From an optimization exercise on the open Yosys and OpenROAD flow, aimed at small area and a short achievable clock period; shortcuts taken in it are not production practice. Function was checked by simulation only, so behaviour that the tests miss may differ from the original. Power figures rest on the tool's default switching activity, not on a simulated workload.

## fifo_sync
module fifo_sync #(
    parameter DATA_WIDTH          = 32,
    parameter DEPTH               = 16,
    parameter ADDR_WIDTH          = $clog2(DEPTH),
    parameter ALMOST_FULL_THRESH  = DEPTH - 2,
    parameter ALMOST_EMPTY_THRESH = 2
) (
    input  wire                    clk,
    input  wire                    rst_n,
    input  wire                    wr_en,
    input  wire [DATA_WIDTH-1:0]   wr_data,
    output reg                     full,
    output reg                     almost_full,
    output reg                     overflow,
    input  wire                    rd_en,
    output reg  [DATA_WIDTH-1:0]   rd_data,
    output reg                     empty,
    output reg                     almost_empty,
    output reg                     underflow,
    output reg  [ADDR_WIDTH:0]     data_count,
    output reg  [ADDR_WIDTH:0]     peak_count
);
export LEC_CHECK = 0
export CAP_MARGIN = 20
export CORE_MARGIN = 2
export CORE_UTILIZATION = 40
export CTS_BUF_LIST = sky130_fd_sc_hd__clkbuf_8
export CTS_CLUSTER_SIZE = 30
export SETUP_SLACK_MARGIN = 1.4
export SLEW_MARGIN = 20
create_clock -name core_clock -period 3.2 [get_ports {clk}]
run.sh (not shown) runs the stock make flow with config.mk's settings and CLKGATE_MAP_FILE= SYNTH_SCRIPT=/design/flow/synth_recipe.tcl, a recipe that flattens the netlist after the stock synthesis.
Edit:
==> flow/flow/run.sh (new file) <==
#!/bin/bash
# Standard ORFS layout, with the port buffers made from plain buffers
# (sky130_fd_sc_hd__buf_2) instead of the default choice.
set -euo pipefail
export BUFFER_PORTS_ARGS="-buffer_cell sky130_fd_sc_hd__buf_2"
bash standard.sh > standard.log 2>&1
==> flow/standard.sh (new file) <==
#!/bin/bash
# synth_recipe.tcl (not shown) runs the flow's synth.tcl, then flattens the netlist and writes it again
# the make line also repeats each setting of config.mk as NAME=value (left out here)
make -C /OpenROAD-flow-scripts/flow DESIGN_CONFIG=/design/flow/config.mk WORK_HOME=/design/flow/orfs CLKGATE_MAP_FILE= SYNTH_SCRIPT=/design/flow/synth_recipe.tcl "${@:-finish}"
CORE_UTILIZATION = 80   (was 40)
CTS_BUF_LIST = unset   (was sky130_fd_sc_hd__clkbuf_8)
CTS_CLUSTER_DIAMETER = 100   (was unset)
CTS_CLUSTER_SIZE = 25   (was 30)
PLACE_DENSITY = 0.85   (was unset)
removed: flow/run.sh
What happened:
- routed wire length rose slightly
- power fell by roughly a tenth
- area after synthesis stays the same
- global-route usage rose by 21 points
- via count rose by a little under a tenth
- setup slack gets worse by 0.14 ns
- final area fell by a little under a tenth
Edit:
CAP_MARGIN = 5   (was 20)
CORE_UTILIZATION = 65   (was 80)
PLACE_DENSITY = 0.75   (was 0.85)
SLEW_MARGIN = 5   (was 20)
Clock skew goes down by 0.030 ns.
Non-clock buffer count drops by 11.
Routed wire length goes down by about 12%.
Core utilization went down by 18 points.
Final area stays flat.
Worst setup slack gets better by 0.19 ns.
Total power fell by about 1.4%.
Via count is lower by 8.4%.
Global-route usage decreases by 11 points.
Area after synthesis is unchanged.


juniper:
fifo_sync again, from the RTL that the note above started with.
export LEC_CHECK = 0
export CAP_MARGIN = 20
export CORE_MARGIN = 2
export CORE_UTILIZATION = 65
export CTS_CLUSTER_DIAMETER = 100
export CTS_CLUSTER_SIZE = 25
export PLACE_DENSITY = 0.75
export SETUP_SLACK_MARGIN = 1.4
export SLEW_MARGIN = 20
create_clock -name core_clock -period 3.2 [get_ports {clk}]
standard.sh (not shown) runs the stock make flow with config.mk's settings and CLKGATE_MAP_FILE= SYNTH_SCRIPT=/design/flow/synth_recipe.tcl, a recipe that flattens the netlist after the stock synthesis.
==> flow/flow/run.sh <==
#!/bin/bash
# Standard ORFS layout, with the port buffers made from plain buffers
# (sky130_fd_sc_hd__buf_4) instead of the default choice.
set -euo pipefail
export BUFFER_PORTS_ARGS="-buffer_cell sky130_fd_sc_hd__buf_4"
bash standard.sh > standard.log 2>&1
Having completed the whole flow, juniper delivered a layout that passed the timing, design-rule and antenna checks.
diff inputs: juniper => zinc
Settings: a change of CORE_UTILIZATION from 65 to 40; a deleted CTS_CLUSTER_DIAMETER that had been 100; a deleted CTS_CLUSTER_SIZE that had been 25; a change of SETUP_SLACK_MARGIN from 1.4 to 1.6; a deleted PLACE_DENSITY that had been 0.75.
==> flow/run.sh (new file) <==
#!/bin/bash
# synth_recipe.tcl (not shown) runs the flow's synth.tcl, then flattens the netlist and writes it again
# the make line also repeats each setting of config.mk as NAME=value (left out here)
make -C /OpenROAD-flow-scripts/flow DESIGN_CONFIG=/design/flow/config.mk WORK_HOME=/design/flow/orfs CLKGATE_MAP_FILE= SYNTH_SCRIPT=/design/flow/synth_recipe.tcl finish
removed: flow/flow/run.sh
removed: flow/standard.sh
Findings:
A worst setup path startpoint of rd_data[0]$_SDFFE_PN0P_ is what juniper shows, while rd_data[22]$_SDFFE_PN0P_ belongs to zinc. Where leakage component of the power is concerned, juniper is better than zinc. Taking juniper as the reference, in zinc standard cell area after detailed placement went up; sequential share of layout area went down.
#### Input delta (onyx over zinc)
Settings: an added CTS_CLUSTER_SIZE of 25; an added CTS_CLUSTER_DIAMETER of 100; an added PLACE_DENSITY of 0.75; a change of SETUP_SLACK_MARGIN from 1.6 to 1.25; a change of CORE_UTILIZATION from 40 to 65.
==> flow/flow/run.sh (new file) <==
#!/bin/bash
# Standard ORFS layout, with the port buffers made from plain buffers
# (sky130_fd_sc_hd__buf_2) instead of the default choice.
set -euo pipefail
export BUFFER_PORTS_ARGS="-buffer_cell sky130_fd_sc_hd__buf_2"
bash standard.sh > standard.log 2>&1
==> flow/standard.sh (new file) <==
#!/bin/bash
# synth_recipe.tcl (not shown) runs the flow's synth.tcl, then flattens the netlist and writes it again
# the make line also repeats each setting of config.mk as NAME=value (left out here)
make -C /OpenROAD-flow-scripts/flow DESIGN_CONFIG=/design/flow/config.mk WORK_HOME=/design/flow/orfs CLKGATE_MAP_FILE= SYNTH_SCRIPT=/design/flow/synth_recipe.tcl "${@:-finish}"
removed: flow/run.sh
- In summary, onyx completed successfully, with a layout that passed the timing, design-rule and antenna checks.
- Of the two values seen for timing endpoint of the critical path, rd_data[22] was produced by zinc and rd_data[11]$_SDFFE_PN0P_ by onyx.
- Global-route usage came out higher on onyx than on zinc.
- Delta (onyx minus zinc): final critical delay including setup and external delays shows an increase of 200 ps; total of endpoints with negative setup slack in the final report shows no meaningful change.
- Reg-to-reg setup timing slack: onyx worse than zinc
- onyx vs zinc: inserted tap cell count down by more than a quarter
- In onyx relative to zinc, average wire per standard cell had gone up by a few percent.
- Looking at relative area of clock buffers and inverters in the final design across onyx and zinc, the one that comes out higher is zinc.
- onyx — final design instance area without fill 15% lower, zinc as reference
### onyx -> sierra
Settings: a change of SETUP_SLACK_MARGIN from 1.25 to 1.4; a change of CTS_CLUSTER_DIAMETER from 100 to 60; a change of CTS_CLUSTER_SIZE from 25 to 40.
==> results.txt <==
Where total number of vias is concerned, onyx is better than sierra. Number of antenna violations at the first check in global routing (sierra over onyx): decrease, 1. Going from onyx to sierra, sequential share of cell area moved down; half-perimeter wire length of the detailed placement result moved up; worst setup slack moved up.

## re-timing with driven ports
How much do the figures lean on ideal ports? The routed layouts below were timed once more, with nothing changed but the port constraints. Step 1, drivers: a clkbuf_16 drives clk and a buf_2 each remaining input, both assumed. Step 2, shift: input delay + t, output delay - t, t = (earliest + latest rising clock arrival at the registers) / 2. This alone moves slack from input paths to output paths. a / b / c = ideal / step 1 / step 2; a / b = the first two.
run | t (ns) | setup slack, ns | worst setup path at the end | worst data-port slew with drivers (ns)
the first run of note 1 | 0.718 | 1.390 / 1.334 / 0.782 | input to register | 0.08
the second run of note 1 | 0.635 | 1.246 / 1.246 / 0.973 | input to register | 0.09
the third run of note 1 | 0.633 | 1.432 / 1.393 / 1.071 | input to register | 0.07
juniper | 0.620 | 1.390 / 1.338 / 1.131 | input to register | 0.07
zinc | 0.682 | 1.430 / 1.372 / 1.029 | input to register | 0.08
onyx | 0.635 | 1.226 / 1.226 / 0.909 | input to register | 0.07
sierra | 0.595 | 1.381 / 1.381 / 0.944 | input to register | 0.06
After both steps every run listed still meets setup and hold. For the first run of note 1, which loses most, drivers alone change the setup slack by -0.056 ns; drivers and shift together by -0.608 ns.
